From an optimization exercise on the open Yosys and OpenROAD flow, aimed at small area; shortcuts taken in it are not production practice. At most, simulation tests tie the RTL to the original design; equivalence was not proved. Only the layout flow was run in run 4; the RTL was not checked for function there. No activity file was given, so power comes from the tool's default toggle rates.

===== design/flow/design.v =====
module oai22 (input wire a, b, c, d, output wire y);
	assign y = ~((a | b) & (c | d));
endmodule
module oai21 (input wire a, b, c, output wire y);
	assign y = ~((a | b) & c);
endmodule
module nor2 (input wire a, b, output wire y);
	assign y = ~(a | b);
endmodule
module nor4 (input wire a, b, c, d, output wire y);
	assign y = ~(a | b | c | d);
endmodule
module rd_bit (input wire [14:0] nsel, input wire [14:0] w, input wire en, output wire y);
	wire [7:0] t;
	wire l, h;
	genvar k;
	generate for (k = 0; k < 7; k = k + 1) begin : g_pair
		oai22 o (nsel[2*k], w[2*k], nsel[2*k+1], w[2*k+1], t[k]);
	end endgenerate
	oai21 o7 (nsel[14], w[14], en, t[7]);
	wire [3:0] u;
	nor2 n0 (t[0], t[1], u[0]);
	nor2 n1 (t[2], t[3], u[1]);
	nor2 n2 (t[4], t[5], u[2]);
	nor2 n3 (t[6], t[7], u[3]);
	assign y = &u;
endmodule
module ctrl (input wire [3:0] cnt, input wire wr, rd, reset,
             output wire full, empty, we, output wire [3:0] cnt_d, output wire last_re_d);
	wire re, up, dn;
	wire [3:0] t;
	assign empty = ~(cnt[0] | cnt[1] | cnt[2] | cnt[3]);
	assign full  = cnt[0] & cnt[1] & cnt[2] & cnt[3];
	assign we = wr & ~full;
	assign re = rd & ~empty;
	assign up = we & ~re;
	assign dn = re & ~we;
	assign t[0] = up | dn;
	assign t[1] = (up & cnt[0]) | (dn & ~cnt[0]);
	assign t[2] = (up & cnt[0] & cnt[1]) | (dn & ~cnt[0] & ~cnt[1]);
	assign t[3] = (up & cnt[0] & cnt[1] & cnt[2]) | (dn & ~cnt[0] & ~cnt[1] & ~cnt[2]);
	assign cnt_d = {4{~reset}} & (cnt ^ t);
	assign last_re_d = ~reset & re;
endmodule
module dec2 (input wire [1:0] a, output wire [3:0] y);
	assign y[0] = ~a[1] & ~a[0];
	assign y[1] = ~a[1] &  a[0];
	assign y[2] =  a[1] & ~a[0];
	assign y[3] =  a[1] &  a[0];
endmodule
module nand2 (input wire a, b, output wire y);
	assign y = ~(a & b);
endmodule
module dec (input wire [3:0] cnt, output wire [14:0] nsel);
	wire [3:0] lo, hi;
	dec2 dl (cnt[1:0], lo);
	dec2 dh (cnt[3:2], hi);
	genvar k;
	generate for (k = 0; k < 15; k = k + 1) begin : g_dec
		nand2 n (lo[k % 4], hi[k / 4], nsel[k]);
	end endgenerate
endmodule
module fifo(input wire clk, reset, wr, rd, input wire [15:0] d_in,
            output wire full, empty, output wire [15:0] d_out);
	reg [3:0] cnt;       
	reg last_re;         
	reg [239:0] sr;      
	wire we, last_re_d;
	wire [3:0] cnt_d;
	ctrl c0 (cnt, wr, rd, reset, full, empty, we, cnt_d, last_re_d);
	always @(posedge clk) begin
		cnt     <= cnt_d;
		last_re <= last_re_d;
	end
	always @(posedge clk)
		if (we) sr <= {sr[223:0], d_in};
	wire [14:0] nsel;
	dec d0 (cnt, nsel);
	genvar k, b;
	generate for (b = 0; b < 16; b = b + 1) begin : g_rd
		wire [14:0] col;
		for (k = 0; k < 15; k = k + 1) begin : g_col
			assign col[k] = sr[16*k + b];
		end
		rd_bit r (nsel, col, last_re, d_out[b]);
	end endgenerate
endmodule

===== design/flow/flow/run.sh =====
#!/bin/bash
# The standard ORFS flow (standard.sh, which also runs the standard
# synthesis), with three changes to how the layout is made:
#  - ports are buffered with the smallest buffer (buf_1) instead of the
#    default clkdlybuf4s50_1;
#  - CTS clusters about 20 registers per clkbuf_8 and adds no dummy loads;
#  - after placement repair, gates with positive slack are sized down
#    (repair_timing -recover_power), see post_resize.tcl.
set -euo pipefail
here=$(pwd)
export BUFFER_PORTS_ARGS="-buffer_cell sky130_fd_sc_hd__buf_1"
export CTS_ARGS="-sink_clustering_enable -repair_clock_nets -dont_use_dummy_load -buf_list sky130_fd_sc_hd__clkbuf_8 -sink_clustering_size 22 -sink_clustering_max_diameter 45"
export POST_RESIZE_TCL="$here/flow/post_resize.tcl"
bash standard.sh finish > "$here/flow_make.log" 2>&1

===== design/flow/flow/post_resize.tcl =====
# Size down gates that have slack to spare, then legalise.
repair_timing -recover_power 100 -verbose
detailed_placement

===== design/flow/standard.sh =====
#!/bin/bash
# synth_recipe.tcl (not shown) runs the flow's synth.tcl, then flattens the netlist and writes it again
# the make line also repeats each setting of config.mk as NAME=value (left out here)
make -C /OpenROAD-flow-scripts/flow DESIGN_CONFIG=/design/flow/config.mk WORK_HOME=/design/flow/orfs CLKGATE_MAP_FILE= SYNTH_SCRIPT=/design/flow/synth_recipe.tcl "${@:-finish}"

===== design/flow/config.mk =====
export PLATFORM = sky130hd
export DESIGN_NAME = fifo
export DESIGN_NICKNAME = fifo
export VERILOG_FILES = /design/flow/design.v
export SDC_FILE = /design/flow/constraint.sdc
export NUM_CORES = 4
export LEC_CHECK = 0
export CAP_MARGIN = 20
export CORE_MARGIN = 2
export CORE_UTILIZATION = 60
export PLACE_DENSITY = 0.75
export SLEW_MARGIN = 20
export SYNTH_HIERARCHICAL = 1
export SYNTH_MINIMUM_KEEP_SIZE = 0

===== design/flow/constraint.sdc =====
create_clock -name core_clock -period 5.0 [get_ports {clk}]
set_input_delay 1.0000 -clock core_clock [delete_from_list [all_inputs] [get_ports {clk}]]
set_output_delay 1.0000 -clock core_clock [all_outputs]
set_load 0.01 [all_outputs]

==> results of run 1 <==
modules after synthesis, one instance, submodules excluded, a selection:
module	cell area, um2	cells inside	copies in the design
fifo	7310	245	1
ctrl	195	26	1
dec2	26.3	4	2
rd_bit	8.76	1	16
oai22	6.26	1	112
oai21	5.00	1	16
nand2	3.75	1	15
nor2	3.75	1	64
per-stage QoR:
step	instances	hold WS (ns)	setup TNS [ns]	instance area, um2
after floorplan	502	0.427	-8.33	8790
after global placement	723	0.429	0	9170
after detailed placement	723	0.433	0	9160
after CTS	746	0.426	0	9470
after global routing	746	0.428	0	9480
final	746	0.428	0	9480
where the power goes:
group	leakage (nW)	total (mW)	internal, mW	switching (mW)
Clock	0.165	0.983	0.410	0.573
Sequential	2.39	2.49	2.40	0.0964
Combinational	0.481	0.681	0.215	0.466
Total	3.04	4.16	3.02	1.13
cells in the final DEF, fill, tap and decap left out, types with 2 or more instances in the layout:
cell type    n
clkbuf_8    23
nor3_1       2
dfxtp_1      5
buf_1       37
inv_1        2
o21ai_1     16
edfxtp_1   240
nor2_1      70
xor2_1       2
ha_1         2
nand2_1     15
nor2b_1      3
and4_1      16
o22ai_1    112
and2_2       2
cells by family after synthesis:
kind of cell | count (synthesis) | share of synthesized area [%]
flip-flops | 245 | 83.3
AO/OA/AOI/OAI | 130 | 9.13
AND/OR/NAND/NOR | 117 | 6.55
buffers and inverters | 4 | 0.257
XOR/XNOR | 2 | 0.200
multiplexers | 2 | 0.285
adder cells (fa/ha/maj) | 2 | 0.285
layout make-up:
type | instances | area (um2)
repair buffers | 38 | 159
flip-flops and latches | 245 | 7310
multi-input cells | 253 | 1450
well taps | 184 | 230
inverters | 3 | 15.0
fillers | 1003 | 4950
clock buffers | 23 | 317
worst paths after layout:
| path | from | end | slack, ns | cells after the start |
|---|---|---|---|---|
| worst min-delay path | sr[93]$_DFFE_PP_ | sr[109]$_DFFE_PP_ | 0.43 | 0 |
| worst max register to register | cnt[0]$_DFF_P_ | cnt[3]$_DFF_P_ | 2.02 | 7 |
| worst min register to register | sr[93]$_DFFE_PP_ | sr[109]$_DFFE_PP_ | 0.43 | 0 |
| worst max-delay path | cnt[1]$_DFF_P_ | d_out[6] | 1.33 | 6 |
state kept, by name, summed over array words and instances (netlist names):
register / count
cnt: 4
last_re: 1
sr: 240
worst max-delay path, stage by stage, from the launching register on:
cell and delay, ns:
dfxtp_1 0.52, nor2b_1 0.38, nand2_1 0.43, o22ai_1 0.34
nor2_1 0.12, and4_1 0.21, buf_1 0.14
routing by layer:
layer | vias up | routed length (um)
li1 | 2161 | -
met1 | 2258 | 6640
met2 | 178 | 6510
met3 | 21 | 1020
met4 | 0 | 310
met5 | - | 0
==> impl_results.md, run 1 <==
- Mapped cell area: 8770 um2
- Mapped Cells: 502
- Leak: 3.04 nW
- Hold crit path type: register to register
- Die Span Y: 125 um
- CP Max Fanout: 16
- CTS Hold Buffers Added: 0
- Clock-pin slew on the worst setup and hold paths: 0.10 ns
- F_max: 0.272 GHz
- Cell variety after synth: 25
- Fin nets: 586
- Full die area: 15600 um2
- Vias in the first global route: 4410
- Via count: 4618
- First-pass GRT wire length: 22700 um
- M3 GR Usage: 3.82%
- Worst-Margin Slew: 1.05 ns
- FP Rows: 44
- Util after Layout: 65.7%
- Ys Warns: 7
- Initial Util: 60.8%
- CTS tree: built
- Min Tclk post-route: 3.67 ns
- Clock Root Buffer: clkbuf_8
- Most used DFF post-synth: edfxtp_1
- Crit path launch type: register
- Post_cts resized: 0
- Initial antenna violation count: 1
- Max-cap viol count: 0
- Antenna-violating nets left: 0
- Final Cycle Share: 73.4%
- Core area: 14400 um2
- Post-synth EDFFs: 240
- Count leader, synth: edfxtp_1
- TritonCTS Buffers: 23
- # Post-CTS Setup Buffers: 0
- Die X-Extent: 125 um
- Drt first pass iters: 5
- Clock tree sinks: 245
- Post-synth ARST share: 0%
- Crit path DAT: 2.67 ns
- Gr usage total: 18.1%
- P per Cell Area: 439 nW/um2
- Yosys top cell area share: 82.2%
- Post-synthesis sequential area ratio: 83.3%
- Worst setup EP type: output port
- Synthesis-to-finish area growth: 8.02%
- Crit path kind: register to output port
- Number of port buffers: 37
- Routed vias/inst: 6.19
- Clock Skew: 0.0442 ns
- Routed WL: 14500 um
- RSZ-0062 raised after global routing: no
- I/O pin count: 38
- Area contributors post-synth: edfxtp_1 82%, o22ai_1 8.0%, nor2_1 3.0%, and4_1 1.6%, dfxtp_1 1.1%
- Critical Path RT: 4.00 ns
- Layout cell share with drive strength beyond 1: 5.69%
- Synth cell count leaders: 240 x edfxtp_1, 112 x o22ai_1, 70 x nor2_1
- Area leader, netlist: edfxtp_1
- Setup ws final: 1.33 ns
- Maximum vdd drop: 252 uV
- Status: finished clean
- Routing usage on met2: 26.4%
- Antenna cell count: 0
- H-tree Lvls: 1
- Drt initial violations: 556
- Setup WS pre-CTS: 0.989 ns
- Final Max Slew Viols: 0
- # DRC: 0
- GPL Wtd Cong: 0.837
- Grt total ovfl: 0
- Worst-Skew Late Latency: 0.54 ns
- Syn avg cell area: 17.5 um2
- Most Crowded Layer GR: met1
- Final Hold Vio Count: 0
- Clock buffer depth: 3
- Wirelength per Cell: 19.4 um
- Detail Placement HPWL: 9390 um
- Final Setup Violations: 0
- Relative slew slack: 29.8%
- Total chip power: 4.16 mW
- Post-synthesis register bit count: 245
- Largest net degree at the start of global routing: 208
- Met1 Resource Use GR: 27.9%
==> inputs of run 2 (changes only) <==
--- a/design/flow/design.v
+++ b/design/flow/design.v
@@ -4,7 +4,4 @@
 module oai21 (input wire a, b, c, output wire y);
 	assign y = ~((a | b) & c);
-endmodule
-module nor2 (input wire a, b, output wire y);
-	assign y = ~(a | b);
 endmodule
 module nor4 (input wire a, b, c, d, output wire y);
@@ -19,9 +16,7 @@
 	end endgenerate
 	oai21 o7 (nsel[14], w[14], en, t[7]);
-	wire [3:0] u;
-	nor2 n0 (t[0], t[1], u[0]);
-	nor2 n1 (t[2], t[3], u[1]);
-	nor2 n2 (t[4], t[5], u[2]);
-	nor2 n3 (t[6], t[7], u[3]);
+	wire [1:0] u;
+	nor4 n0 (t[0], t[1], t[2], t[3], u[0]);
+	nor4 n1 (t[4], t[5], t[6], t[7], u[1]);
 	assign y = &u;
 endmodule
==> design/flow/flow/run.sh (replaced) <==
#!/bin/bash
# The standard ORFS flow (standard.sh, which also runs the standard
# synthesis), with three changes to how the layout is made:
#  - ports are buffered with the smallest buffer (buf_1) instead of the
#    default clkdlybuf4s50_1;
#  - CTS clusters about 20 registers per clkbuf_8 and adds no dummy loads;
#  - after placement repair, gates are sized down where timing and the
#    slew/capacitance limits allow, see post_resize.tcl and downsize.tcl.
set -euo pipefail
here=$(pwd)
export BUFFER_PORTS_ARGS="-buffer_cell sky130_fd_sc_hd__buf_1"
export CTS_ARGS="-sink_clustering_enable -repair_clock_nets -dont_use_dummy_load -buf_list sky130_fd_sc_hd__clkbuf_8 -sink_clustering_size 20 -sink_clustering_max_diameter 60"
export POST_RESIZE_TCL="$here/flow/post_resize.tcl"
bash standard.sh finish > "$here/flow_make.log" 2>&1
==> design/flow/flow/downsize.tcl (new file) <==
# Greedy downsizing: try each combinational cell at a smaller drive
# strength of the same function; keep the change only if the worst setup
# slack stays above a margin and no max-slew, max-capacitance or
# max-fanout violation is added.
proc ds_counts {} {
  return [expr {[sta::max_slew_violation_count] + [sta::max_capacitance_violation_count] + [sta::max_fanout_violation_count]}]
}
proc ds_run { margin } {
  estimate_parasitics -placement
  set base_viol [ds_counts]
  set saved 0.0
  set n 0
  foreach inst [get_cells *] {
    set name [get_property $inst full_name]
    set m [get_property $inst ref_name]
    if {![regexp {^(sky130_fd_sc_hd__[a-z0-9]+)_([0-9]+)$} $m -> base sz]} { continue }
    if {[regexp {df|dl|tap|fill|decap|conb|clk|probe|lpflow} $base]} { continue }
    foreach c {0 1 2 4 6} {
      if {$c >= $sz} { break }
      set lc [get_lib_cells -quiet */${base}_$c]
      if {$lc eq ""} { continue }
      set a0 [get_property [get_lib_cells */$m] area]
      set a1 [get_property $lc area]
      if {$a1 >= $a0} { continue }
      replace_cell $name ${base}_$c
      estimate_parasitics -placement
      if {[sta::worst_slack_cmd max] >= $margin && [ds_counts] <= $base_viol} {
        set saved [expr {$saved + $a0 - $a1}]
        incr n
        break
      }
      replace_cell $name $m
      estimate_parasitics -placement
    }
  }
  puts "downsize: $n cells, [format %.2f $saved] um2 saved, worst slack [sta::worst_slack_cmd max]"
}
==> design/flow/flow/post_resize.tcl (replaced) <==
# After placement repair: size gates down where timing and the slew,
# capacitance and fanout limits allow (downsize.tcl).
source [file join [file dirname [info script]] downsize.tcl]
ds_run 0.5e-9
--- a/design/flow/config.mk
+++ b/design/flow/config.mk
@@ -6,9 +6,9 @@
 export NUM_CORES = 4
 export LEC_CHECK = 0
-export CAP_MARGIN = 20
+export CAP_MARGIN = 0
 export CORE_MARGIN = 2
 export CORE_UTILIZATION = 60
 export PLACE_DENSITY = 0.75
-export SLEW_MARGIN = 20
+export SLEW_MARGIN = 0
 export SYNTH_HIERARCHICAL = 1
 export SYNTH_MINIMUM_KEEP_SIZE = 0
==> impl_results.md, run 2 <==
- CP Max Fanout: 16 (unchanged)
- Antenna-violating nets left: 0 (unchanged)
- Commonest non-fill, non-tap cells in the layout: 240 x edfxtp_1, 112 x o22ai_1, 37 x buf_1
- Relative slew slack: 16.0% (-14 points)
- Detail Placement HPWL: 9480 um (+0.97%)
- Crit path kind: register to output port
- Initial Util: 61.2% (+0.37 points)
- Most used DFF post-synth: edfxtp_1
- Crit path DAT: 3.06 ns (+0.39 ns)
- Largest Register: sr
- Top Registers: sr: 240 flops, cnt: 4 flops, last_re: 1 flops
- Die X-Extent: 126 um (+0.66%)
- Grt total ovfl: 0 (unchanged)
- First-pass GRT wire length: 25300 um (+11%)
- R2R depth: 7 (unchanged)
- Post_cts resized: 0 (unchanged)
- Synthesis-to-finish area growth: 4.22%
- Min Tclk post-route: 4.06 ns (+0.384 ns)
- # Post-CTS Setup Buffers: 0 (unchanged)
- TritonCTS Buffers: 16 (-30%)
- Routed vias/inst: 6.58 (+6.2%)
- Routed WL: 16100 um (+11%)
- Post-DP Area: 9040 um2 (-1.2%)
- Full die area: 15800 um2 (+1.3%)
- RSZ-0062 raised after global routing: no
- Post-synth ARST share: 0% (unchanged)
- Largest net degree at the start of global routing: 144 (-31%)
- Area contributors post-synth: edfxtp_1 81%, o22ai_1 7.9%, nor4_2 4.5%, and2_1 1.1%, dfxtp_1 1.1%
- H-tree Lvls: 1 (unchanged)
- Syn avg cell area: 18.9 um2 (+8.3%)
- Vias in the first global route: 4542 (+3.0%)
- Reg-to-Reg End: cnt[3]$_DFF_P_
- Worst-Skew Late Latency: 0.52 ns (-0.02 ns)
- Mapped Cells: 470 (-6.4%)
- P per Cell Area: 438 nW/um2 (-0.29%)
- Leak: 2.91 nW (-4.2%)
- Worst-Margin Slew: 1.26 ns (+0.206 ns)
- Commonest non-fill, non-tap cell in the layout: edfxtp_1
- GPL Wtd Cong: 0.808 (-3.5%)
- Worst setup path start: cnt[1]$_DFF_P_
- Clock tree sinks: 245 (unchanged)
- Via count: 4656 (+0.82%)
- Count leader, synth: edfxtp_1
- Mapped cell area: 8890 um2 (+1.4%)
- Layout cell share with drive strength beyond 1: 3.63% (-2.1 points)
- R2R Setup Slk: 2.19 ns (+0.17 ns)
- Drt initial violations: 639 (+15%)
- Core area: 14500 um2 (+0.76%)
- Clock Skew: 0.0466 ns (+0.00241 ns)
- CTS Hold Buffers Added: 0 (unchanged)
- Final Cell Area: 9270 um2 (-2.2%)
- Status: finished clean
- Synth cell count leaders: 240 x edfxtp_1, 112 x o22ai_1, 32 x nor4_2
- Initial antenna violation count: 0 (-1)
- Total chip power: 4.06 mW (-2.5%)
- Reg2reg start: cnt[0]$_DFF_P_
- Max FFs per register: 240 (unchanged)
- Antenna cell count: 0 (unchanged)
- Worst setup EP type: output port
- Fin nets: 548 (-6.5%)
- Hold crit path type: register to register
- Crit path launch type: register
- Post-synthesis sequential area ratio: 82.2% (-1.1 points)
- I/O pin count: 38 (unchanged)
- Clock Root Buffer: clkbuf_8
- Yosys top cell area share: 81.0% (-1.1 points)
- Cell variety after synth: 26 (+4.0%)
- Clock buffer depth: 3 (unchanged)
- Final Hold Vio Count: 0 (unchanged)
- FP Rows: 44 (unchanged)
- Final Setup Violations: 0 (unchanged)
- Final Max Slew Viols: 0 (unchanged)
- Hold slack: 0.434 ns (+0.00649 ns)
- Final Cycle Share: 81.1% (+7.7 points)
- Number of port buffers: 37 (unchanged)
- Fill cells: 1038 (+3.5%)
- Hold Crit Depth: 0 (unchanged)
- Drt first pass iters: 5 (unchanged)
- Ys Warns: 7 (unchanged)
- # DRC: 0 (unchanged)
- CTS tree: built
- Maximum vdd drop: 261 uV (+3.5%)
- Clock-pin slew on the worst setup and hold paths: 0.11 ns (about the same)
- Post-synth EDFFs: 240 (unchanged)
- Gr usage total: 20.2% (+2.1 points)
- Die Span Y: 126 um (+0.66%)
- Wirelength per Cell: 22.7 um (+17%)
- Critical Path RT: 4.00 ns (about the same)
- Max-cap viol count: 0 (unchanged)
- Worst Setup EP: d_out[13]
- Area leader, netlist: edfxtp_1
- F_max: 0.247 GHz (-9.5%)
- Post-synthesis register bit count: 245 (unchanged)
run 2: cell count changes after synthesis:
cell / previous run / this run
nor2_1: 70 / 6
and2_1: 0 / 16
nor4_2: 0 / 32
and4_1: 16 / 0
run 2: logic make-up (layout without fill, tap and decap cells):
group,after synthesis,after routing,share of synthesized area (%)
flip-flops,245,245,82.2
multiplexers,2,2,0.281
adder cells (fa/ha/maj),2,2,0.281
XOR/XNOR,2,2,0.197
buffers and inverters,4,58,0.253
AND/OR/NAND/NOR,85,85,7.81
AO/OA/AOI/OAI,130,130,9.01
run 2: stage by stage:
step	setup WS [ns]	utilization, %	setup TNS [ns]	instances
after detailed placement	1.62	62.2	0	692
after floorplan	-0.747	-	-8.33	470
after CTS	1.03	63.7	0	708
after global placement	1.78	64.0	0	692
after global routing	0.837	63.8	0	708
final	0.944	63.8	0	708
run 2: area by class of cell:
type	instances	area (um2)	area share (%)
sequential	245	7310	78.8
multi-input combinational	221	1340	14.4
tap	184	230	2.48
clock buffer	16	220	2.38
timing repair buffer	39	158	1.70
inverter	3	15.0	0.162
run 2: worst max-delay path, cell delays in order, from the launching register on:
cell,delay [ns]
dfxtp_1,0.51
and2b_1,0.28
nand2_1,0.55
o22ai_1,0.19
nor4_1,0.64
and2_1,0.22
buf_1,0.15
run 2: routing by layer:
layer,GRT usage [%],part of all wire (%),up-vias
met4,4.59,1.1,0
met1,31.3,44,2364
met3,3.23,7.3,17
met5,0,0,-
li1,-,-,2081
met2,31.2,47,194
run 2: power by group:
part           total, mW  leakage (nW)  internal [mW]  switching, mW
Clock              0.843         0.115          0.291          0.552
Combinational      0.719         0.403          0.232          0.486
Sequential          2.49          2.39           2.40         0.0973
Total               4.06          2.91           2.92           1.14
run 2: worst min path at each step:
stage	startpoint	to
CTS	sr[150]$_DFFE_PP_	sr[166]$_DFFE_PP_
global route	sr[186]$_DFFE_PP_	sr[202]$_DFFE_PP_
finish	sr[150]$_DFFE_PP_	sr[166]$_DFFE_PP_
detailed placement	sr[150]$_DFFE_PP_	sr[166]$_DFFE_PP_
global placement	sr[145]$_DFFE_PP_	sr[161]$_DFFE_PP_
floorplan	sr[96]$_DFFE_PP_	sr[112]$_DFFE_PP_
run 2: Yosys stat by module, one instance, submodules excluded, a selection:
module,flip-flops and latches,times used,cell area [um2]
fifo,245,1,7310
ctrl,0,1,195
dec2,0,2,26.3
nor4,0,32,12.5
oai22,0,112,6.26
rd_bit,0,16,6.26
oai21,0,16,5.00
nand2,0,15,3.75
==> inputs of run 3 (changes only) <==
--- a/design/flow/config.mk
+++ b/design/flow/config.mk
@@ -6,9 +6,9 @@
 export NUM_CORES = 4
 export LEC_CHECK = 0
-export CAP_MARGIN = 0
+export CAP_MARGIN = 20
 export CORE_MARGIN = 2
 export CORE_UTILIZATION = 60
 export PLACE_DENSITY = 0.75
-export SLEW_MARGIN = 0
+export SLEW_MARGIN = 20
 export SYNTH_HIERARCHICAL = 1
 export SYNTH_MINIMUM_KEEP_SIZE = 0
==> impl_results.md, run 3 <==
- Layout cell share with drive strength beyond 1: 3.63% (unchanged)
- Syn avg cell area: 18.9 um2 (unchanged)
- RSZ-0062 raised after global routing: no
- Status: finished clean
- Top Registers: sr: 240 flops, cnt: 4 flops, last_re: 1 flops
- Commonest non-fill, non-tap cell in the layout: edfxtp_1
- Uppermost layer routed: met4
- Post-synthesis sequential area ratio: 82.2% (unchanged)
- GPL Wtd Cong: 0.808 (unchanged)
- Setup TNS Final: 0 ns (unchanged)
- Slowest-stage cell, CP: nor4_1
- Die Span Y: 126 um (unchanged)
- Placed Cells: 692 (unchanged)
- Max-cap viol count: 0 (unchanged)
- Number of port buffers: 37 (unchanged)
- Yosys top cell area share: 81.0% (unchanged)
- Max FFs per register: 240 (unchanged)
- Ys Warns: 7 (unchanged)
- First-pass GRT wire length: 25300 um (unchanged)
- Crit path launch type: register
- Count leader, synth: edfxtp_1
- Wire length on met2: 7570 um (-0.36%)
- Crit path DAT: 3.08 ns (+0.02 ns)
- Relative slew slack: 27.3% (+11 points)
- Crit path kind: register to output port
- CTS Hold Buffers Added: 0 (unchanged)
- Final Max Slew Viols: 0 (unchanged)
- Clock Skew: 0.0502 ns (+0.00356 ns)
- F_max: 0.245 GHz (-0.68%)
- Most used DFF post-synth: edfxtp_1
- Drt first pass iters: 5 (unchanged)
- # DRC: 0 (unchanged)
- Initial Util: 61.2% (unchanged)
- Full die area: 15800 um2 (unchanged)
- Largest Register: sr
- Mapped cell area: 8890 um2 (unchanged)
- Final Cell Area: 9270 um2 (about the same)
- Mapped Cells: 470 (unchanged)
- Worst setup EP type: output port
- Post-synth ARST share: 0% (unchanged)
- Wirelength per Cell: 22.7 um (-0.19%)
- Met1 Wirelength: 7130 um (-0.49%)
- # Post-CTS Setup Buffers: 0 (unchanged)
- Fin nets: 548 (unchanged)
- Antenna cell count: 0 (unchanged)
- Clock-pin slew on the worst setup and hold paths: 0.11 ns (about the same)
- CP peak stage delay: 0.66 ns (+0.02 ns)
- Area leader, netlist: edfxtp_1
- Post-Synth XOR/XNOR Area: 0.197% (unchanged)
- FP Rows: 44 (unchanged)
- Area share of fa/ha/maj cells after synthesis: 0.281% (unchanged)
- Synth cell count leaders: 240 x edfxtp_1, 112 x o22ai_1, 32 x nor4_2
- WP buf/inv: 1 (unchanged)
- H-tree Lvls: 1 (unchanged)
- Detail Placement HPWL: 9480 um (unchanged)
- CTS tree: built
- TritonCTS Buffers: 16 (unchanged)
- Worst-path cell chain: and2b_1 -> nand2_1 -> o22ai_1 -> nor4_1 -> and2_1 -> buf_1
- Clock tree sinks: 245 (unchanged)
- Die X-Extent: 126 um (unchanged)
- Main combinational cell family by area after synthesis: compound AO/OA/AOI/OAI gates
- Vias in the first global route: 4542 (unchanged)
- Area fraction in and, or, nand and nor cells after synthesis: 7.81% (unchanged)
- Post-DP Area: 9040 um2 (unchanged)
- Clock buffer depth: 3 (unchanged)
- Total chip power: 4.06 mW (about the same)
- P per Cell Area: 438 nW/um2 (about the same)
- Final cell count without fillers: 708 (unchanged)
- Worst-Skew Late Latency: 0.52 ns (about the same)
- Routed vias/inst: 6.57 (about the same)
- Commonest non-fill, non-tap cells in the layout: 240 x edfxtp_1, 112 x o22ai_1, 37 x buf_1
- Leak: 2.91 nW (about the same)
- Area contributors post-synth: edfxtp_1 81%, o22ai_1 7.9%, nor4_2 4.5%, and2_1 1.1%, dfxtp_1 1.1%
- Final Cycle Share: 81.7% (+0.55 points)
- Met3 WL: 1200 um (+2.7%)
- Largest net degree at the start of global routing: 144 (unchanged)
- Top Family by Delay on Critical Path: simple AND/OR/NAND/NOR gates
- Initial antenna violation count: 0 (unchanged)
- Gr usage total: 20.2% (unchanged)
- Via count: 4653 (-0.064%)
- Min Tclk post-route: 4.08 ns (+0.0276 ns)
- Post-synthesis compound-gate area fraction: 9.01% (unchanged)
- Cell variety after synth: 26 (unchanged)
- I/O pin count: 38 (unchanged)
- Routed WL: 16100 um (-0.19%)
- CP Max Fanout: 16 (unchanged)
- Final Hold Vio Count: 0 (unchanged)
- Final Setup Violations: 0 (unchanged)
- Worst-Margin Slew: 1.09 ns (-0.169 ns)
- Core area: 14500 um2 (unchanged)
- Post-synthesis register bit count: 245 (unchanged)
- Critical Path RT: 4.00 ns (about the same)
- Antenna-violating nets left: 0 (unchanged)
- Mux contribution to synthesized area: 0.281% (unchanged)
- Clock Root Buffer: clkbuf_8
- Grt total ovfl: 0 (unchanged)
- Hold crit path type: register to register
- Synthesis-to-finish area growth: 4.25% (about the same)
- Post-synth EDFFs: 240 (unchanged)
- Drt initial violations: 639 (unchanged)
- Post_cts resized: 0 (unchanged)
- Maximum vdd drop: 260 uV (-0.23%)
run 3: cell counts after synthesis:
No cell type changed its count.
run 3: worst paths after layout:
path / start / endpoint / slack [ns] / depth (start not counted)
min reg2reg: sr[150]$_DFFE_PP_ / sr[166]$_DFFE_PP_ / 0.43 / 0
max reg2reg: cnt[0]$_DFF_P_ / sr[210]$_DFFE_PP_ / 2.15 / 4
max: cnt[1]$_DFF_P_ / d_out[13] / 0.92 / 6
min: sr[150]$_DFFE_PP_ / sr[166]$_DFFE_PP_ / 0.43 / 0
run 3: power breakdown:
part / switching [mW] / internal, mW / leakage, nW / total (mW)
Sequential: 0.0974 / 2.40 / 2.39 / 2.49
Clock: 0.554 / 0.292 / 0.115 / 0.846
Combinational: 0.487 / 0.233 / 0.404 / 0.719
Total: 1.14 / 2.92 / 2.91 / 4.06
run 3: cell type report:
cell class                 instances  area, um2
inverter                           3       15.0
multi-input combinational        221       1340
tap                              184        230
clock buffer                      16        220
fill                            1039       5260
sequential                       245       7310
timing repair buffer              39        160
run 3: cells by family after synthesis:
| logic type | count (synthesis) |
|---|---|
| multiplexers | 2 |
| adder cells (fa/ha/maj) | 2 |
| XOR/XNOR | 2 |
| buffers and inverters | 4 |
| flip-flops | 245 |
| AO/OA/AOI/OAI | 130 |
| AND/OR/NAND/NOR | 85 |
run 3: per-module statistics from Yosys, one instance, submodules excluded, a selection:
| module | flops+latches | cells | area [um2] | copies in the design |
|---|---|---|---|---|
| dec2 | 0 | 4 | 26.3 | 2 |
| nor4 | 0 | 1 | 12.5 | 32 |
| oai21 | 0 | 1 | 5.00 | 16 |
| oai22 | 0 | 1 | 6.26 | 112 |
| nand2 | 0 | 1 | 3.75 | 15 |
| rd_bit | 0 | 1 | 6.26 | 16 |
| ctrl | 0 | 26 | 195 | 1 |
run 3: per-layer routing:
metal  track usage, %  vias up
li1                 -     2083
met3             3.23       17
met1             31.3     2365
met2             31.2      188
met4             4.59        0
met5                0        -
run 3: through the flow:
stage,hold WS [ns],setup WS [ns],utilization (%)
after floorplan,0.427,-0.747,-
after global placement,0.429,1.78,64.0
after detailed placement,0.434,1.62,62.2
after CTS,0.433,1.03,63.7
after global routing,0.436,0.837,63.8
final,0.432,0.916,63.8
==> inputs of run 4 (changes only) <==
==> design/flow/design.v (replaced) <==
module aoi222 (input wire a0, a1, b0, b1, c0, c1, output wire y);
	assign y = ~((a0 & a1) | (b0 & b1) | (c0 & c1));
endmodule
module nand4 (input wire a, b, c, d, output wire y);
	assign y = ~(a & b & c & d);
endmodule
module nand2b (input wire an, b, output wire y);
	assign y = an | ~b;
endmodule
module rd_bit (input wire [14:0] sel, input wire [14:0] w, output wire y);
	wire [4:0] t;
	wire v;
	genvar k;
	generate for (k = 0; k < 5; k = k + 1) begin : g_tri
		aoi222 a (sel[3*k], w[3*k], sel[3*k+1], w[3*k+1], sel[3*k+2], w[3*k+2], t[k]);
	end endgenerate
	nand4 n0 (t[0], t[1], t[2], t[3], v);
	nand2b n1 (v, t[4], y);
endmodule
module ctrl (input wire [3:0] cnt, input wire wr, rd, reset,
             output wire full, empty, we, output wire [3:0] cnt_d, output wire last_re_d);
	wire re, up, dn;
	wire [3:0] t;
	assign empty = ~(cnt[0] | cnt[1] | cnt[2] | cnt[3]);
	assign full  = cnt[0] & cnt[1] & cnt[2] & cnt[3];
	assign we = wr & ~full;
	assign re = rd & ~empty;
	assign up = we & ~re;
	assign dn = re & ~we;
	assign t[0] = up | dn;
	assign t[1] = (up & cnt[0]) | (dn & ~cnt[0]);
	assign t[2] = (up & cnt[0] & cnt[1]) | (dn & ~cnt[0] & ~cnt[1]);
	assign t[3] = (up & cnt[0] & cnt[1] & cnt[2]) | (dn & ~cnt[0] & ~cnt[1] & ~cnt[2]);
	assign cnt_d = {4{~reset}} & (cnt ^ t);
	assign last_re_d = ~reset & re;
endmodule
module dec2n (input wire [1:0] a, input wire en, output wire [3:0] yn);
	assign yn[0] = ~(en & ~a[1] & ~a[0]);
	assign yn[1] = ~(en & ~a[1] &  a[0]);
	assign yn[2] = ~(en &  a[1] & ~a[0]);
	assign yn[3] = ~(en &  a[1] &  a[0]);
endmodule
module nor2 (input wire a, b, output wire y);
	assign y = ~(a | b);
endmodule
module dec (input wire [3:0] cnt, input wire en, output wire [14:0] sel);
	wire [3:0] lon, hin;
	dec2n dl (cnt[1:0], en, lon);
	dec2n dh (cnt[3:2], 1'b1, hin);
	genvar k;
	generate for (k = 0; k < 15; k = k + 1) begin : g_dec
		nor2 n (lon[k % 4], hin[k / 4], sel[k]);
	end endgenerate
endmodule
module fifo(input wire clk, reset, wr, rd, input wire [15:0] d_in,
            output wire full, empty, output wire [15:0] d_out);
	reg [3:0] cnt;       
	reg last_re;         
	reg [239:0] sr;      
	wire we, last_re_d;
	wire [3:0] cnt_d;
	ctrl c0 (cnt, wr, rd, reset, full, empty, we, cnt_d, last_re_d);
	always @(posedge clk) begin
		cnt     <= cnt_d;
		last_re <= last_re_d;
	end
	always @(posedge clk)
		if (we) sr <= {sr[223:0], d_in};
	wire [14:0] sel;
	dec d0 (cnt, last_re, sel);
	genvar k, b;
	generate for (b = 0; b < 16; b = b + 1) begin : g_rd
		wire [14:0] col;
		for (k = 0; k < 15; k = k + 1) begin : g_col
			assign col[k] = sr[16*k + b];
		end
		rd_bit r (sel, col, d_out[b]);
	end endgenerate
endmodule
==> impl_results.md, run 4 <==
- Commonest non-fill, non-tap cell in the layout: edfxtp_1
- Synth cell count leaders: 240 x edfxtp_1, 80 x a222oi_1, 19 x nor2_1
- Clock buffer depth: 3 (unchanged)
- Setup WS pre-CTS: 1.28 ns (-0.340 ns)
- Full die area: 15300 um2 (-3.0%)
- Post_cts resized: 0 (unchanged)
- Area leader, netlist: edfxtp_1
- Min Tclk post-route: 4.09 ns (+0.00554 ns)
- FP Rows: 43 (-2.3%)
- Total chip power: 3.58 mW (-12%)
- Post-synth ARST share: 0% (unchanged)
- Ys Warns: 7 (unchanged)
- P per Cell Area: 385 nW/um2 (-12%)
- Reg2reg start: cnt[0]$_DFF_P_
- I/O pin count: 38 (unchanged)
- Post-synth EDFFs: 240 (unchanged)
- CP Max Fanout: 11 (-5)
- Fill cells: 871 (-16%)
- Antenna-violating nets left: 0 (unchanged)
- Relative slew slack: 28.8% (+1.5 points)
- Core area: 13900 um2 (-4.1%)
- Worst-Margin Slew: 1.07 ns (-0.0221 ns)
- Worst Hold End: sr[102]$_DFFE_PP_
- Clock-pin slew on the worst setup and hold paths: 0.11 ns (about the same)
- CTS Hold Buffers Added: 0 (unchanged)
- Most used DFF post-synth: edfxtp_1
- Mapped Cells: 407 (-13%)
- Crit path launch type: register
- Mapped cell area: 8620 um2 (-3.1%)
- Post-synthesis register bit count: 245 (unchanged)
- Worst-Skew Late Latency: 0.51 ns (about the same)
- Count leader, synth: edfxtp_1
- F_max: 0.245 GHz (-0.14%)
- Gr usage total: 21.7% (+1.5 points)
- Detail Placement HPWL: 9900 um (+4.4%)
- Die X-Extent: 124 um (-1.5%)
- Clock tree sinks: 245 (unchanged)
- Routed vias/inst: 6.85 (+4.3%)
- Wirelength per Cell: 24.4 um (+7.5%)
- Reg-to-Reg End: sr[160]$_DFFE_PP_
- Crit path kind: register to output port
- # DRC: 0 (unchanged)
- GPL Wtd Cong: 0.830 (+2.7%)
- Largest net degree at the start of global routing: 179 (+24%)
- Status: finished clean
- Drt initial violations: 1058 (+66%)
- Final Hold Vio Count: 0 (unchanged)
- CTS tree: built
- First-pass GRT wire length: 24600 um (-2.4%)
- Largest Register: sr
- # Post-CTS Setup Buffers: 0 (unchanged)
- TritonCTS Buffers: 17 (+1)
- Clock Root Buffer: clkbuf_8
- Top Registers: sr: 240 flops, cnt: 4 flops, last_re: 1 flops
- Crit path DAT: 3.09 ns (about the same)
- Layout cell share with drive strength beyond 1: 5.02% (+1.4 points)
- Cell variety after synth: 26 (unchanged)
- Commonest non-fill, non-tap cells in the layout: 240 x edfxtp_1, 80 x a222oi_1, 49 x buf_1
- Initial Util: 61.9% (+0.68 points)
- Hold Crit Depth: 0 (unchanged)
- Max FFs per register: 240 (unchanged)
- Die Span Y: 124 um (-1.5%)
- R2R Setup Slk: 2.82 ns (+0.67 ns)
- Placed Cells: 640 (-7.5%)
- Fin nets: 502 (-8.4%)
- Final Cycle Share: 81.8% (+0.11 points)
- Final Max Slew Viols: 0 (unchanged)
- Via count: 4510 (-3.1%)
- Syn avg cell area: 21.2 um2 (+12%)
- Post-synthesis sequential area ratio: 84.8% (+2.6 points)
- Yosys top cell area share: 83.6% (+2.6 points)
- Max-cap viol count: 0 (unchanged)
- Worst setup EP type: output port
- RSZ-0062 raised after global routing: no
- Routed WL: 16100 um (-0.11%)
- Grt total ovfl: 0 (unchanged)
- Drt first pass iters: 7 (+2)
- Clock Skew: 0.0536 ns (+0.00340 ns)
- H-tree Lvls: 1 (unchanged)
- Initial antenna violation count: 0 (unchanged)
- Setup ws final: 0.911 ns (-0.00553 ns)
- Antenna cell count: 0 (unchanged)
- Leak: 3.00 nW (+3.2%)
- Final Setup Violations: 0 (unchanged)
- R2R depth: 5 (+1)
- Maximum vdd drop: 219 uV (-16%)
- Area contributors post-synth: edfxtp_1 84%, a222oi_1 9.3%, nand4_1 1.2%, dfxtp_1 1.2%, nand2b_1 1.2%
- Final cell count without fillers: 658 (-7.1%)
- Critical Path RT: 4.00 ns (about the same)
- Number of port buffers: 37 (unchanged)
- Hold path start: sr[86]$_DFFE_PP_
- Synthesis-to-finish area growth: 7.94%
- Vias in the first global route: 4346 (-4.3%)
- Hold crit path type: register to register
[run 4: area by class of cell]
cell class                      instances  area (um2)  share of cell area, %
Timing Repair Buffer                   52         234                   2.51
Inverter                                3        15.0                  0.161
Clock buffer                           17         234                   2.51
Sequential cell                       245        7310                   78.5
Tap cell                              180         225                   2.42
Multi-Input combinational cell        161        1290                   13.9
[run 4: stage by stage]
step / instance area, um2 / hold WS, ns / util (%) / setup TNS, ns
6_report: 9310 / 0.383 / 66.8 / 0
5_1_grt: 9310 / 0.384 / 66.8 / 0
3_5_place_dp: 9030 / 0.433 / 64.8 / 0
3_3_place_gp: 9130 / 0.428 / 65.5 / 0
4_1_cts: 9260 / 0.386 / 66.5 / 0
2_1_floorplan: 8650 / 0.425 / - / -8.33
[run 4: layer usage]
metal  track usage [%]  part of all wire [%]  vias up
li1                  -                     -     1980
met1              33.9                    41     2246
met2              32.6                    47      266
met3              4.08                    11       18
met4              4.62                   1.3        0
met5                 0                     0        -
[run 4: worst max path at each step]
stage                    from             end  slack, ns  cells past startpoint
6_report       cnt[0]$_DFF_P_        d_out[6]       0.91                      7
5_1_grt        cnt[0]$_DFF_P_        d_out[6]       0.70                      7
4_1_cts        cnt[3]$_DFF_P_       d_out[11]       0.75                      6
3_5_place_dp   cnt[2]$_DFF_P_       d_out[11]       1.28                      6
3_3_place_gp   cnt[2]$_DFF_P_        d_out[1]       1.78                      6
2_1_floorplan              wr  cnt[3]$_DFF_P_      -0.75                      6
[run 4: power breakdown]
part / leakage, nW / internal (mW) / switching [mW]
clock network: 0.122 / 0.308 / 0.544
registers: 2.39 / 2.40 / 0.0911
logic: 0.491 / 0.0876 / 0.153
total: 3.00 / 2.79 / 0.788
[run 4: worst max-delay path, stage by stage, from the launching register on]
cell and delay, ns:
dfxtp_1 0.55, nand3b_1 0.25, nor2_1 0.53, buf_1 0.54
a222oi_1 0.24, nand4_1 0.15, nand2b_1 0.17, buf_1 0.17
[run 4: Yosys stat by module (local to each module, per instance), excerpt]
module  cell area [um2]  times used
aoi222             10.0          80
ctrl                195           1
dec                3.75           1
dec2n              28.8           2
fifo               7310           1
nand2b             6.26          16
nand4              6.26          16
nor2               3.75          15
[run 4: cells by family after synthesis]
kind of cell	synth area share, %
AO/OA/AOI/OAI	9.52
XOR/XNOR	0.203
adder cells (fa/ha/maj)	0.290
buffers and inverters	0.261
flip-flops	84.8
multiplexers	0.290
other	0.0435
AND/OR/NAND/NOR	4.63
==> inputs of run 5 (changes only) <==
--- a/design/flow/design.v
+++ b/design/flow/design.v
@@ -41,4 +41,10 @@
 	assign yn[3] = ~(en &  a[1] &  a[0]);
 endmodule
+module dec2nn (input wire [1:0] a, output wire [3:0] yn);
+	assign yn[0] = ~(~a[1] & ~a[0]);
+	assign yn[1] = ~(~a[1] &  a[0]);
+	assign yn[2] = ~( a[1] & ~a[0]);
+	assign yn[3] = ~( a[1] &  a[0]);
+endmodule
 module nor2 (input wire a, b, output wire y);
 	assign y = ~(a | b);
@@ -47,5 +53,5 @@
 	wire [3:0] lon, hin;
 	dec2n dl (cnt[1:0], en, lon);
-	dec2n dh (cnt[3:2], 1'b1, hin);
+	dec2nn dh (cnt[3:2], hin);
 	genvar k;
 	generate for (k = 0; k < 15; k = k + 1) begin : g_dec
--- a/design/flow/config.mk
+++ b/design/flow/config.mk
@@ -6,9 +6,9 @@
 export NUM_CORES = 4
 export LEC_CHECK = 0
-export CAP_MARGIN = 20
+export CAP_MARGIN = 0
 export CORE_MARGIN = 2
 export CORE_UTILIZATION = 60
 export PLACE_DENSITY = 0.75
-export SLEW_MARGIN = 20
+export SLEW_MARGIN = 0
 export SYNTH_HIERARCHICAL = 1
 export SYNTH_MINIMUM_KEEP_SIZE = 0
==> impl_results.md, run 5 <==
- Grt total ovfl: 0 (unchanged)
- Hold Crit Depth: 0 (unchanged)
- Maximum vdd drop: 183 uV (-17%)
- Crit path DAT: 3.22 ns (+0.13 ns)
- Clock-pin slew on the worst setup and hold paths: 0.12 ns (about the same)
- Worst-path cell chain: or3b_1 -> nor2_1 -> a222oi_1 -> nand4_1 -> nand2b_1 -> buf_1
- Initial antenna violation count: 0 (unchanged)
- Synth cell count leaders: 240 x edfxtp_1, 80 x a222oi_1, 19 x nor2_1
- Sequential power share: 67.8% (-1.7 points)
- Wire length on met2: 7530 um (+0.41%)
- Crit path kind: register to output port
- Full die area: 15300 um2 (-0.11%)
- Setup ws final: 0.784 ns (-0.127 ns)
- Final Max Slew Viols: 0 (unchanged)
- Drt first pass iters: 8 (+1)
- P_sw: 857 uW (+8.7%)
- Detail Placement HPWL: 9790 um (-1.1%)
- R2R depth: 7 (+2)
- Crit path launch type: register
- Worst-Margin Slew: 1.36 ns (+0.291 ns)
- First-pass GRT wire length: 24600 um (-0.33%)
- Largest net degree at the start of global routing: 141 (-21%)
- Post-synth EDFFs: 240 (unchanged)
- Util after Layout: 66.2% (-0.53 points)
- Leak: 2.97 nW (-1.1%)
- FP Rows: 43 (unchanged)
- GPL Wtd Cong: 0.781 (-5.9%)
- Gr usage total: 21.7% (-0.072 points)
- Routed WL: 16300 um (+1.8%)
- Footprint of the multi-input gates: 1280 um2 (-1.1%)
- Area contributors post-synth: edfxtp_1 84%, a222oi_1 9.3%, nand2b_1 1.3%, nand4_1 1.2%, dfxtp_1 1.2%
- Syn avg cell area: 21.2 um2 (+0.13%)
- I/O pin count: 38 (unchanged)
- Fin nets: 492 (-2.0%)
- Min Tclk post-route: 4.22 ns (+0.127 ns)
- FF+latch area: 7310 um2 (unchanged)
- Relative slew slack: 9.07% (-20 points)
- Clock tree sinks: 245 (unchanged)
- Max FFs per register: 240 (unchanged)
- # Post-CTS Setup Buffers: 0 (unchanged)
- Logic pwr share: 9.0% (+2.3 points)
- Final Hold Vio Count: 0 (unchanged)
- Area leader, netlist: edfxtp_1
- Met3 WL: 1630 um (-11%)
- Initial Util: 61.8% (-0.072 points)
- RSZ-0062 raised after global routing: no
- Routed vias/inst: 6.99 (+1.9%)
- H-tree Lvls: 1 (unchanged)
- Number of port buffers: 37 (unchanged)
- Antenna-violating nets left: 0 (unchanged)
- WP buf/inv: 1 (-1)
- Status: finished clean
- Clock Root Buffer: clkbuf_8
- Final cell count without fillers: 648 (-1.5%)
- CTS Hold Buffers Added: 0 (unchanged)
- Count leader, synth: edfxtp_1
- Cell variety after synth: 26 (unchanged)
- Post_cts resized: 0 (unchanged)
- Mapped cell area: 8610 um2 (-0.12%)
- Antenna cell count: 0 (unchanged)
- Uppermost layer routed: met4
- Yosys top cell area share: 83.7% (+0.097 points)
- Top Registers: sr: 240 flops, cnt: 4 flops, last_re: 1 flops
- Post-synthesis register bit count: 245 (unchanged)
- Synthesis-to-finish area growth: 7.21%
- Die X-Extent: 124 um (about the same)
- Fill cells: 902 (+3.6%)
- Clock share of power: 23.1% (-0.7 points)
- Commonest non-fill, non-tap cell in the layout: edfxtp_1
- Layout cell share with drive strength beyond 1: 5.34% (+0.32 points)
- Clock buffer depth: 3 (unchanged)
- Crit path depth: 6 (-1)
- Die Span Y: 124 um (about the same)
- CP Max Fanout: 16 (+5)
- Critical Path RT: 4.00 ns (about the same)
- Commonest non-fill, non-tap cells in the layout: 240 x edfxtp_1, 80 x a222oi_1, 45 x buf_1
- CP peak stage delay: 1.04 ns (+0.49 ns)
- Final Cycle Share: 84.3% (+2.5 points)
- Post-synth ARST share: 0% (unchanged)
- Post-DP Area: 9000 um2 (-0.32%)
- CTS tree: built
- Clock Skew: 0.0406 ns (-0.0130 ns)
- TritonCTS Buffers: 16 (-1)
- Final Cell Area: 9230 um2 (-0.79%)
- Via count: 4528 (+0.40%)
- Worst-Skew Late Latency: 0.52 ns (about the same)
- Hold slack: 0.439 ns (+0.0563 ns)
- Setup TNS Final: 0 ns (unchanged)
- Placed Cells: 632 (-1.3%)
- Top Family by Delay on Critical Path: simple AND/OR/NAND/NOR gates
- Drt initial violations: 928 (-12%)
- Worst setup EP type: output port
- Most used DFF post-synth: edfxtp_1
- Internal power: 2.81 mW (+0.59%)
- F_max: 0.237 GHz (-3.0%)
- Max-cap viol count: 0 (unchanged)
- Final Setup Violations: 0 (unchanged)
- Vias in the first global route: 4356 (+0.23%)
- P per Cell Area: 397 nW/um2 (+3.2%)
- Mapped Cells: 406 (-0.25%)
- Post-synthesis sequential area ratio: 84.9% (+0.099 points)
- Ys Warns: 7 (unchanged)
- Core area: 13900 um2 (unchanged)
- Met1 Wirelength: 6880 um (+5.5%)
- # DRC: 0 (unchanged)
- Total chip power: 3.67 mW (+2.4%)
- Hold crit path type: register to register
- Wirelength per Cell: 25.2 um (+3.4%)
- Switching fraction of total power: 23.4% (+1.4 points)
- Largest Register: sr
- Setup WS pre-CTS: 1.26 ns (-0.0197 ns)
- Slowest-stage cell, CP: nor2_1
-- run 5: kinds of logic after synthesis --
group	after synthesis	share of synthesized area (%)
buf+inv	4	0.262
compound gates	82	9.53
flops	245	84.9
simple gates	69	4.56
mux	2	0.291
xor+xnor	2	0.203
fa+ha+maj	2	0.291
-- run 5: worst paths after layout --
| kind | from | to | slack, ns |
|---|---|---|---|
| setup / recovery | cnt[1]$_DFF_P_ | d_out[8] | 0.78 |
| hold / removal | sr[160]$_DFFE_PP_ | sr[176]$_DFFE_PP_ | 0.44 |
| setup reg to reg | cnt[0]$_DFF_P_ | cnt[3]$_DFF_P_ | 2.09 |
| hold reg to reg | sr[160]$_DFFE_PP_ | sr[176]$_DFFE_PP_ | 0.44 |
-- run 5: routing by layer --
metal / GRT usage, % / vias up
li1: - / 1957
met1: 33.1 / 2260
met2: 32.6 / 285
met3: 4.35 / 26
met4: 5.61 / 0
met5: 0 / -
-- run 5: final cells by class --
type / count / share of cell area [%]
well taps: 180 / 2.44
repair buffers: 47 / 2.03
inverters: 3 / 0.163
clock buffers: 16 / 2.39
flip-flops and latches: 245 / 79.2
multi-input cells: 157 / 13.8
-- run 5: power groups by stage --
stage	clock, mW	sequential [mW]	combinational (mW)
2_1_floorplan	0	2.51	0.238
3_3_place_gp	0	2.52	0.339
3_5_place_dp	0	2.53	0.327
4_1_cts	0.872	2.49	0.328
5_1_grt	0.937	2.50	0.363
6_report	0.848	2.49	0.331
-- run 5: modules after synthesis (local to each module, per instance), excerpt --
module	area [um2]	cells inside	flops+latches
dec2nn	22.5	4	0
ctrl	195	26	0
aoi222	10.0	1	0
nand4	6.26	1	0
nor2	3.75	1	0
dec2n	28.8	4	0
nand2b	6.26	1	0
fifo	7310	245	245
==> inputs of run 6 (changes only) <==
--- a/design/flow/flow/run.sh
+++ b/design/flow/flow/run.sh
@@ -10,5 +10,5 @@
 here=$(pwd)
 export BUFFER_PORTS_ARGS="-buffer_cell sky130_fd_sc_hd__buf_1"
-export CTS_ARGS="-sink_clustering_enable -repair_clock_nets -dont_use_dummy_load -buf_list sky130_fd_sc_hd__clkbuf_8 -sink_clustering_size 20 -sink_clustering_max_diameter 60"
+export CTS_ARGS="-sink_clustering_enable -repair_clock_nets -dont_use_dummy_load -buf_list sky130_fd_sc_hd__clkbuf_8 -sink_clustering_size 20 -sink_clustering_max_diameter 60 -root_buf sky130_fd_sc_hd__clkbuf_4"
 export POST_RESIZE_TCL="$here/flow/post_resize.tcl"
 bash standard.sh finish > "$here/flow_make.log" 2>&1
==> impl_results.md, run 6 <==
- Internal power: 2.78 mW (-1.0%)
- R2R Setup Slk: 2.09 ns (about the same)
- Wirelength per Cell: 25.2 um (about the same)
- Sequential power share: 68.5% (+0.7 points)
- Routed vias/inst: 7.04 (+0.73%)
- Setup TNS Final: 0 ns (unchanged)
- Initial Util: 61.8% (unchanged)
- Mapped Cells: 406 (unchanged)
- Cell variety after synth: 26 (unchanged)
- Hold path start: sr[160]$_DFFE_PP_
- RSZ-0062 raised after global routing: no
- Layout cell share with drive strength beyond 1: 5.34% (unchanged)
- Synthesis-to-finish area growth: 6.99%
- Switching fraction of total power: 23.4% (+0.036 points)
- Commonest non-fill, non-tap cell in the layout: edfxtp_1
- Drt first pass iters: 8 (unchanged)
- Status: finished clean
- Reg-to-Reg End: cnt[3]$_DFF_P_
- Final cell count without fillers: 648 (unchanged)
- First-pass GRT wire length: 24500 um (-0.26%)
- Clock Root Buffer: clkbuf_4
- Ys Warns: 7 (unchanged)
- Antenna cell count: 0 (unchanged)
- # Post-CTS Setup Buffers: 0 (unchanged)
- Leak: 2.96 nW (-0.26%)
- Clock share of power: 22.4% (-0.7 points)
- Area contributors post-synth: edfxtp_1 84%, a222oi_1 9.3%, nand2b_1 1.3%, nand4_1 1.2%, dfxtp_1 1.2%
- F_max: 0.231 GHz (-2.5%)
- CP Max Fanout: 16 (unchanged)
- Gr usage total: 21.5% (-0.14 points)
- Critical Path RT: 4.00 ns (about the same)
- Routed WL: 16300 um (about the same)
- Grt total ovfl: 0 (unchanged)
- P_sw: 849 uW (-0.84%)
- FF+latch area: 7310 um2 (unchanged)
- Vias in the first global route: 4347 (-0.21%)
- P per Cell Area: 394 nW/um2 (-0.79%)
- CTS tree: built
- Final Cell Area: 9210 um2 (-0.20%)
- Yosys top cell area share: 83.7% (unchanged)
- FP Rows: 43 (unchanged)
- Crit path launch type: register
- Logic pwr share: 9.1% (about the same)
- Util after Layout: 66.1% (-0.13 points)
- Footprint of the multi-input gates: 1280 um2 (unchanged)
- CTS Hold Buffers Added: 0 (unchanged)
- Clock-pin slew on the worst setup and hold paths: 0.12 ns (about the same)
- Worst-Skew Late Latency: 0.61 ns (+0.09 ns)
- Setup WS pre-CTS: 1.26 ns (unchanged)
- Mapped cell area: 8610 um2 (unchanged)
- Post-synthesis sequential area ratio: 84.9% (unchanged)
- Initial antenna violation count: 0 (unchanged)
- Top Registers: sr: 240 flops, cnt: 4 flops, last_re: 1 flops
- Hold Crit Depth: 0 (unchanged)
- Min Tclk post-route: 4.32 ns (+0.107 ns)
- Count leader, synth: edfxtp_1
- Placed Cells: 632 (unchanged)
- Core area: 13900 um2 (unchanged)
- Post-synth ARST share: 0% (unchanged)
- Relative slew slack: 5.89% (-3.2 points)
- R2R depth: 7 (unchanged)
- Final Hold Vio Count: 0 (unchanged)
- Full die area: 15300 um2 (unchanged)
- Total chip power: 3.63 mW (-0.99%)
- Synth cell count leaders: 240 x edfxtp_1, 80 x a222oi_1, 19 x nor2_1
- Worst Hold End: sr[176]$_DFFE_PP_
- Fill cells: 903 (+0.11%)
- Number of port buffers: 37 (unchanged)
- Largest net degree at the start of global routing: 141 (unchanged)
- Post-DP Area: 9000 um2 (unchanged)
- Drt initial violations: 981 (+5.7%)
- Setup ws final: 0.677 ns (-0.107 ns)
- Final Cycle Share: 86.5% (+2.1 points)
- GPL Wtd Cong: 0.781 (unchanged)
- Clock buffer depth: 3 (unchanged)
- I/O pin count: 38 (unchanged)
- Worst-Margin Slew: 1.41 ns (+0.0476 ns)
- Commonest non-fill, non-tap cells in the layout: 240 x edfxtp_1, 80 x a222oi_1, 45 x buf_1
- Max-cap viol count: 0 (unchanged)
- Worst setup EP type: output port
- Syn avg cell area: 21.2 um2 (unchanged)
- Final Setup Violations: 0 (unchanged)
- Reg2reg start: cnt[0]$_DFF_P_
- Hold crit path type: register to register
- Maximum vdd drop: 177 uV (-3.2%)
- Crit path DAT: 3.32 ns (+0.10 ns)
- Clock Skew: 0.0583 ns (+0.0177 ns)
- Antenna-violating nets left: 0 (unchanged)
- Post-synth EDFFs: 240 (unchanged)
- Post_cts resized: 0 (unchanged)
- TritonCTS Buffers: 16 (unchanged)
- Post-synthesis register bit count: 245 (unchanged)
- Die Span Y: 124 um (unchanged)
- Fin nets: 492 (unchanged)
- Max FFs per register: 240 (unchanged)
- Clock tree sinks: 245 (unchanged)
- Crit path kind: register to output port
- Detail Placement HPWL: 9790 um (unchanged)
- Most used DFF post-synth: edfxtp_1
- # DRC: 0 (unchanged)
- Final Max Slew Viols: 0 (unchanged)
- Area leader, netlist: edfxtp_1
- Via count: 4561 (+0.73%)
- H-tree Lvls: 1 (unchanged)
- Die X-Extent: 124 um (unchanged)
- Largest Register: sr
- Hold slack: 0.438 ns (-0.000949 ns)
-- run 6: cell count changes in the layout (fill, tap and decap cells not counted) --
| cell | change |
|---|---|
| clkbuf_4 | +3 |
| clkbuf_8 | -3 |
-- run 6: routing by layer --
layer | GRT usage [%] | up-vias | share of wire (%) | wire, um
met4 | 4.97 | 0 | 1.7 | 273
met3 | 4.08 | 22 | 9.2 | 1510
met5 | 0 | - | 0 | 0
met1 | 33.0 | 2314 | 42 | 6920
met2 | 32.8 | 266 | 47 | 7640
li1 | - | 1959 | - | -
-- run 6: power groups by stage --
stage	registers (mW)	clock network [mW]	logic (mW)
6_report	2.49	0.811	0.331
5_1_grt	2.50	0.900	0.363
3_3_place_gp	2.52	0	0.339
3_5_place_dp	2.53	0	0.327
4_1_cts	2.49	0.834	0.328
2_1_floorplan	2.51	0	0.238
-- run 6: logic make-up after synthesis --
| group | Yosys count | share of synthesized area [%] |
|---|---|---|
| buffers and inverters | 4 | 0.262 |
| muxes | 2 | 0.291 |
| DFF | 245 | 84.9 |
| xor gates and xnor gates | 2 | 0.203 |
| AOI/OAI and AO/OA | 82 | 9.53 |
| and+or+nand+nor | 69 | 4.56 |
| adders and majority gates | 2 | 0.291 |
-- run 6: cell type report --
cell class / count / area share [%]
Clock buffer: 16 / 2.19
Inverter: 3 / 0.163
Multi-Input combinational cell: 157 / 13.9
Sequential cell: 245 / 79.3
Tap cell: 180 / 2.44
Timing Repair Buffer: 47 / 2.04
-- run 6: worst max-delay path by stage --
| stage | startpoint | endpoint | depth (start not counted) |
|---|---|---|---|
| after global routing | cnt[1]$_DFF_P_ | d_out[12] | 6 |
| after floorplan | wr | cnt[3]$_DFF_P_ | 6 |
| after global placement | cnt[0]$_DFF_P_ | d_out[13] | 6 |
| after CTS | cnt[1]$_DFF_P_ | d_out[8] | 6 |
| after detailed placement | cnt[1]$_DFF_P_ | d_out[8] | 6 |
| final | cnt[1]$_DFF_P_ | d_out[8] | 6 |
-- run 6: worst max-delay path, stage by stage (launching register included) --
cell,delay (ns)
dfxtp_1,0.42
or3b_1,0.48
nor2_1,1.07
a222oi_1,0.24
nand4_1,0.20
nand2b_1,0.16
buf_1,0.16
-- run 6: per-module statistics from Yosys, one instance, submodules excluded, a selection --
| module | copies in the design | area [um2] | cells |
|---|---|---|---|
| fifo | 1 | 7310 | 245 |
| ctrl | 1 | 195 | 26 |
| nor2 | 15 | 3.75 | 1 |
| aoi222 | 80 | 10.0 | 1 |
| dec2n | 1 | 28.8 | 4 |
| dec2nn | 1 | 22.5 | 4 |
| nand4 | 16 | 6.26 | 1 |
| nand2b | 16 | 6.26 | 1 |

[what the ideal ports hide]
Ports are ideal in the flow. The routed layouts listed here were re-timed in OpenROAD.
Step 1 sets driving cells, clkbuf_16 on the clock port and buf_2 on the other inputs (assumed; they add their load-dependent delay and slew).
Step 2, shift: input delay + t, output delay - t, t = (earliest + latest rising clock arrival at the registers) / 2. This alone moves slack from input paths to output paths.
Three values: ideal ports, drivers, drivers and shift; two values: the first two.
run | shift t [ns] | slack for setup (ns) | hold WS [ns] | slew at the worst register clock pin (ns) | pins driven straight from the clock port
run 1 | 0.552 | 1.328 / 1.290 / 1.842 | 0.428 / 0.428 / 0.428 | 0.10 / 0.10 | 1
run 2 | 0.533 | 0.944 / 0.907 / 1.440 | 0.434 / 0.434 / 0.434 | 0.11 / 0.11 | 1
run 3 | 0.535 | 0.916 / 0.879 / 1.414 | 0.432 / 0.432 / 0.432 | 0.12 / 0.12 | 1
run 4 | 0.517 | 0.911 / 0.873 / 1.390 | 0.383 / 0.383 / 0.383 | 0.11 / 0.11 | 1
run 5 | 0.533 | 0.784 / 0.748 / 1.281 | 0.439 / 0.439 / 0.439 | 0.12 / 0.12 | 1
run 6 | 0.619 | 0.677 / 0.643 / 1.262 | 0.438 / 0.438 / 0.438 | 0.12 / 0.12 | 1
After both steps setup and hold are still met in every run listed.
